Source: an optimization exercise on an open RTL-to-GDS flow (aim: small area). Production flows keep margins and buffers that such runs may drop.
In this exercise RTL edits were held to simulation tests only and were not proved equivalent to the original.
No activity file was given, so power comes from the tool's default toggle rates.

==> flow/design.v <==
module davis_240_ao22(input wire a, input wire b, input wire c, input wire d, output wire y);
    assign y = (a & b) | (c & d);
endmodule
module davis_240_ha(input wire a, input wire b, output wire s, output wire co);
    assign {co, s} = {1'b0, a} + {1'b0, b};
endmodule
module davis_240(
input wire clk,
input wire rst,
input wire[8:0]AER_bus,
input wire REQ,
input wire SEL,
input wire ts_load,
input wire [31:0]ts_value,
output wire ACK,
output wire [31:0]data_out,
output reg [31:0]data_out_time
    );
reg [6:0] presc;
wire presc_end = (presc[4:0] == 5'b10110);
wire presc_clr = rst | ts_load | presc_end;
wire [6:0] presc_nxt = {presc[5:0], presc[0] ^ presc[6]};
always @(posedge clk)
    presc <= presc_clr ? 7'd18 : presc_nxt;
reg [31:0] time_stamp;
wire e_ld   = ts_load & ~rst;
wire e_keep = ~ts_load & ~rst;
wire [32:0] ts_c;
wire [31:0] ts_s;
wire [31:0] ts_d;
wire lo_ones = &time_stamp[15:0];
assign ts_c[0] = presc_end;
genvar i;
generate for (i = 0; i < 32; i = i + 1) begin : g_ts
    if (i == 15 || i == 31) begin : g_x
        assign ts_s[i] = time_stamp[i] ^ ts_c[i];
        assign ts_c[i+1] = (i == 15) ? (presc_end & lo_ones) : 1'b0;
    end else begin : g_h
        davis_240_ha u_ha(.a(time_stamp[i]), .b(ts_c[i]), .s(ts_s[i]), .co(ts_c[i+1]));
    end
    davis_240_ao22 u_mx(.a(e_ld), .b(ts_value[i]), .c(e_keep), .d(ts_s[i]), .y(ts_d[i]));
end endgenerate
always @(posedge clk)
    time_stamp <= ts_d;
reg [5:0] st;
reg xsel;
reg ack;
reg x_done;
reg [7:0] y_addr;
reg [16:0] dout;
wire st_wait  = ~st[0] & ~st[3] & ~st[4] & ~st[5];
wire st_get   = (st[4:0] == 5'b00010);           
wire st_send1 = (st[4:0] == 5'b00101);           
wire st_end   = ({st[5], st[3:0]} == 5'b00100);  
wire st_clr   = rst | st_end;
wire go       = st_wait & ~REQ;
wire [5:0] st_nxt = {st[4:3], st[2] | go, st[1:0], st[0] ^ st[5]};
always @(posedge clk)
    st <= st_nxt & {6{~st_clr}};
always @(posedge clk)
    if (st_wait) xsel <= SEL;
wire idle_req = st_wait & REQ;
always @(posedge clk) begin
    ack    <= rst | idle_req | (ack & ~st_send1);
    x_done <= ~rst & ((st_get & xsel) | (x_done & ~idle_req));
end
wire ld_y = st_get & ~xsel;
wire e_y  = ld_y & ~rst;
wire h_y  = ~ld_y & ~rst;
wire [7:0] y_d;
generate for (i = 0; i < 8; i = i + 1) begin : g_y
    davis_240_ao22 u_mx(.a(e_y), .b(AER_bus[i]), .c(h_y), .d(y_addr[i]), .y(y_d[i]));
end endgenerate
always @(posedge clk)
    y_addr <= y_d;
wire ld_o = st_get & xsel & ~x_done;
wire e_o  = ld_o & ~rst;
wire h_o  = ~ld_o & ~rst;
wire [16:0] dout_n = {AER_bus[8:0], y_addr};
wire [16:0] dout_d;
wire [31:0] dot_d;
generate for (i = 0; i < 17; i = i + 1) begin : g_do
    davis_240_ao22 u_mx(.a(e_o), .b(dout_n[i]), .c(h_o), .d(dout[i]), .y(dout_d[i]));
end
for (i = 0; i < 32; i = i + 1) begin : g_dt
    davis_240_ao22 u_mx(.a(e_o), .b(time_stamp[i]), .c(h_o), .d(data_out_time[i]), .y(dot_d[i]));
end endgenerate
always @(posedge clk) begin
    dout <= dout_d;
    data_out_time <= dot_d;
end
assign ACK = ack;
assign data_out = {15'd0, dout};
endmodule
export LEC_CHECK = 0
export CAP_MARGIN = 20
export CORE_MARGIN = 2
export CORE_UTILIZATION = 40
export SLEW_MARGIN = 20
export SYNTH_HIERARCHICAL = 1
export SYNTH_MINIMUM_KEEP_SIZE = 0
create_clock -name core_clock -period 5.0 [get_ports {clk}]
standard.sh (not shown) runs the stock make flow with config.mk's settings and CLKGATE_MAP_FILE= SYNTH_SCRIPT=/design/flow/synth_recipe.tcl, a recipe that flattens the netlist after the stock synthesis.
==> flow/flow/run.sh <==
#!/bin/bash
# Own layout flow: the standard ORFS flow, with
#  - port buffers of the smallest buffer cell (buf_1) instead of the default choice,
#  - a clock tree of small clock buffers without dummy loads.
set -euo pipefail
bash standard.sh \
  "BUFFER_PORTS_ARGS=-buffer_cell sky130_fd_sc_hd__buf_1" \
  "CTS_ARGS=-sink_clustering_enable -repair_clock_nets -dont_use_dummy_load -buf_list sky130_fd_sc_hd__clkbuf_4 -root_buf sky130_fd_sc_hd__clkbuf_8 -sink_clustering_size 10 -sink_clustering_max_diameter 40" \
  finish > flow_make.log 2>&1
The first run completed with no timing, DRC or antenna violations.
Change:
==> flow/flow/run.sh (replaced) <==
#!/bin/bash
# Own layout flow: the standard ORFS flow, with
#  - port buffers of the smallest buffer cell (buf_1) instead of the default choice,
#  - one tie cell for all constant outputs,
#  - a clock tree of small clock buffers without dummy loads.
set -euo pipefail
bash standard.sh \
  "BUFFER_PORTS_ARGS=-buffer_cell sky130_fd_sc_hd__buf_1" \
  "SKIP_REPAIR_TIE_FANOUT=1" \
  "CTS_ARGS=-sink_clustering_enable -repair_clock_nets -dont_use_dummy_load -buf_list sky130_fd_sc_hd__clkbuf_4 -root_buf sky130_fd_sc_hd__clkbuf_8" \
  finish > flow_make.log 2>&1
- CORE_UTILIZATION: 40 -> 70
Result: Area after synthesis does not change; sequential cell count does not change; synthesized cell count is unchanged; wire length is higher by 3.0%; sequential power stays flat; combinational power rose by about 0.9%; worst hold slack improves by 0.016 ns; register-to-register slack is worse by 0.02 ns; worst setup slack got worse by 0.017 ns; total power hardly moves.
Change:
- CAP_MARGIN: 20 -> 0
- CORE_UTILIZATION: 70 -> 85
- SLEW_MARGIN: 20 -> 0
Clock-buffer cell count stays the same.
First-iteration DRC count rose to 3.1 times its value.
Combinational power rose by 18%.
Synthesized cell count does not change.
Worst setup slack loses 0.53 ns.
Global-route usage rose by 30 points.
Worst hold slack gains 0.047 ns.
Wire length rose by 77%.
Final cell count fell by 4.2%.
Via count rose by 28%.
Change:
==> flow/flow/run.sh (replaced) <==
#!/bin/bash
# Own layout flow: the standard ORFS flow, with
#  - port buffers of the smallest buffer cell (buf_1) instead of the default choice,
#  - a clock tree of small clock buffers without dummy loads.
set -euo pipefail
bash standard.sh \
  "BUFFER_PORTS_ARGS=-buffer_cell sky130_fd_sc_hd__buf_1" \
  "CTS_ARGS=-sink_clustering_enable -repair_clock_nets -dont_use_dummy_load -buf_list sky130_fd_sc_hd__clkbuf_8 -root_buf sky130_fd_sc_hd__clkbuf_8" \
  finish > flow_make.log 2>&1
- CAP_MARGIN: 0 -> 20
- CORE_UTILIZATION: 85 -> 40
- SLEW_MARGIN: 0 -> 20
- worst setup slack improves by 0.55 ns
- clock skew increases by 0.0043 ns
- clock power went down by a few percent
- count of clock-buffer cells in the layout stays the same
- non-clock buffer count rises by 1
- wire length goes down by well over a third
- design area rises by a few percent
- maximum frequency rose by about a fifth

## static timing again, ports no longer ideal
The results above use ideal ports. As a check the final layouts listed here were re-extracted and re-timed, cells and wires unchanged.
Step 1 assumes that a clkbuf_16 drives the clock port and a buf_2 every other input.
Step 2 adds t to the input delays and takes it off the output delays; t is the mean of the earliest and latest rising clock arrival at the registers after step 1. Input paths then give back, and output paths get back, about the clock's delay inside the block.
a / b / c = ideal / step 1 / step 2; a / b = the first two.
run	t, ns	slack for setup (ns)	clock arrival spread, ns
the first run	0.376	1.129 / 1.129 / 1.129	0.030 / 0.030
the second run	0.369	1.112 / 1.112 / 1.112	0.015 / 0.015
the third run	0.394	0.577 / 0.577 / 0.577	0.026 / 0.025
the fourth run	0.376	1.129 / 1.129 / 1.129	0.030 / 0.030
After both steps setup and hold are still met in every run listed.
